This design comes from an exercise in tuning for small area, a short achievable clock period and few clock cycles on the open sky130 flow, not from production work.

==> v36: inputs <==
## tpu_top
module tpu_top#(
	parameter ARRAY_SIZE = 8,
	parameter SRAM_DATA_WIDTH = 32,
	parameter DATA_WIDTH = 8,
	parameter OUTPUT_DATA_WIDTH = 16
)
(
	input clk,
	input srstn,
	input tpu_start,
	input [SRAM_DATA_WIDTH-1:0] sram_rdata_w0,
	input [SRAM_DATA_WIDTH-1:0] sram_rdata_w1,
	input [SRAM_DATA_WIDTH-1:0] sram_rdata_d0,
	input [SRAM_DATA_WIDTH-1:0] sram_rdata_d1,
	output [9:0] sram_raddr_w0,
	output [9:0] sram_raddr_w1,
	output [9:0] sram_raddr_d0,
	output [9:0] sram_raddr_d1,
	output sram_write_enable_a0,
	output [ARRAY_SIZE*OUTPUT_DATA_WIDTH-1:0] sram_wdata_a,
	output [5:0] sram_waddr_a,
	output sram_write_enable_b0,
	output [ARRAY_SIZE*OUTPUT_DATA_WIDTH-1:0] sram_wdata_b,
	output [5:0] sram_waddr_b,
	output sram_write_enable_c0,
	output [ARRAY_SIZE*OUTPUT_DATA_WIDTH-1:0] sram_wdata_c,
	output [5:0] sram_waddr_c,
	output tpu_done
);
localparam NK = 5;
localparam [NK*5-1:0] KPOS = {5'd14, 5'd12, 5'd10, 5'd8, 5'd6};
localparam [17:0] CORR = 18'd0;
wire [5:0] cnt;
wire [5:0] cnt_nx;
wire [8*18-1:0] pbot;
wire [8*NK-1:0] kbot;
systolic_controll systolic_controll (
	.clk(clk),
	.srstn(srstn),
	.tpu_start(tpu_start),
	.cnt(cnt),
	.cnt_nx(cnt_nx),
	.tpu_done(tpu_done)
);
addr_sel addr_sel (
	.clk(clk),
	.cnt_nx(cnt_nx),
	.sram_raddr_w0(sram_raddr_w0),
	.sram_raddr_w1(sram_raddr_w1),
	.sram_raddr_d0(sram_raddr_d0),
	.sram_raddr_d1(sram_raddr_d1)
);
systolic #(.NK(NK)) systolic (
	.clk(clk),
	.cnt(cnt),
	.cnt_nx(cnt_nx),
	.sram_rdata_w0(sram_rdata_w0),
	.sram_rdata_w1(sram_rdata_w1),
	.sram_rdata_d0(sram_rdata_d0),
	.sram_rdata_d1(sram_rdata_d1),
	.pbot(pbot),
	.kbot(kbot)
);
write_out #(.NK(NK), .KPOS(KPOS), .CORR(CORR)) write_out (
	.clk(clk),
	.srstn(srstn),
	.cnt(cnt),
  ...
export LEC_CHECK = 0
export CAP_MARGIN = 20
export CORE_MARGIN = 2
export CORE_UTILIZATION = 55
export CTS_CLUSTER_DIAMETER = 120
export CTS_CLUSTER_SIZE = 30
export SETUP_SLACK_MARGIN = 5
export SLEW_MARGIN = 20
export SYNTH_HIERARCHICAL = 1
create_clock -name core_clock -period 9.0 [get_ports {clk}]
standard.sh (not shown) runs the stock make flow with config.mk's settings and CLKGATE_MAP_FILE= SYNTH_SCRIPT=/design/flow/synth_recipe.tcl, a recipe that flattens the netlist after the stock synthesis.
==> flow/flow/run.sh <==
#!/bin/bash
set -euo pipefail
MARGIN=$(cat flow/margin.txt)
bash standard.sh SETUP_SLACK_MARGIN=$MARGIN finish > standard_flow.log 2>&1
==> flow/flow/margin.txt <==
6.0
==> inputs of v22, as changes to v36 <==
--- a/flow/config.mk
+++ b/flow/config.mk
@@ -9,6 +9,4 @@
 export CORE_MARGIN = 2
 export CORE_UTILIZATION = 55
-export CTS_CLUSTER_DIAMETER = 120
-export CTS_CLUSTER_SIZE = 30
 export SETUP_SLACK_MARGIN = 5
 export SLEW_MARGIN = 20
==> comparison <==
Against v36, the utilization of v22 is higher by 2.0 points. Against v22, the hold slack of v36 is better by 0.0058 ns. In v22 the count of clock-buffer cells in the layout is higher than in v36, by 299. Flip-flop and latch count is the same in v22 and v36. Area after synthesis is the same in v22 and v36.
==> figures <==
Detailed-routing wirelength on met1: v36 229 mm; v22 230 mm
Result of the run: v36 no timing/DRC/antenna violations; v22 no timing/DRC/antenna violations
Vias in the first global route: v36 140015; v22 142131
Number of ordinary and repair buffers in the finished layout: v36 2222; v22 2243
Worst Tran Pin Value: v36 1.31 ns; v22 1.31 ns
H-tree depth: v36 3; v22 5
Post-route core utilization: v36 0.670; v22 0.690
Final worst-path cycle share: v36 0.385; v22 0.375
Fraction of area in multi-input gates: v36 0.606; v22 0.588
Clock-pin slew on the worst setup and hold paths: v36 0.12 ns; v22 0.06 ns
Non-clock buffer share: v36 0.0842; v22 0.0819
Max Clock Freq: v36 288 MHz; v22 296 MHz
Antenna violations before repair: v36 6; v22 10
Function was not checked in any run of this note: the RTL went through the layout flow alone.

==> static timing again, ports no longer ideal <==
The flow's constraints put no driver on any port. The routed layouts listed below were extracted and timed again, unchanged, in two steps. Step 1 sets driving cells, clkbuf_16 on the clock port and buf_2 on the other inputs (assumed; they add their load-dependent delay and slew). Step 2 also shifts input and output timing later by t, the mid clock arrival at the registers, as if the neighbouring blocks saw the same clock. Slacks: ideal / step 1 / step 2; pairs: ideal / step 1.
| run | t, ns | slack for setup (ns) | slew at the worst register clock pin (ns) | worst data-port slew with drivers (ns) |
|---|---|---|---|---|
| v36 | 1.060 | 5.532 / 5.429 / 5.364 | 0.12 / 0.12 | 0.04 |
| v22 | 1.044 | 5.627 / 5.523 / 5.344 | 0.07 / 0.07 | 0.04 |
After both steps setup and hold are still met in every run listed. For v22, which loses most, drivers alone change the setup slack by -0.104 ns; drivers and shift together by -0.283 ns.
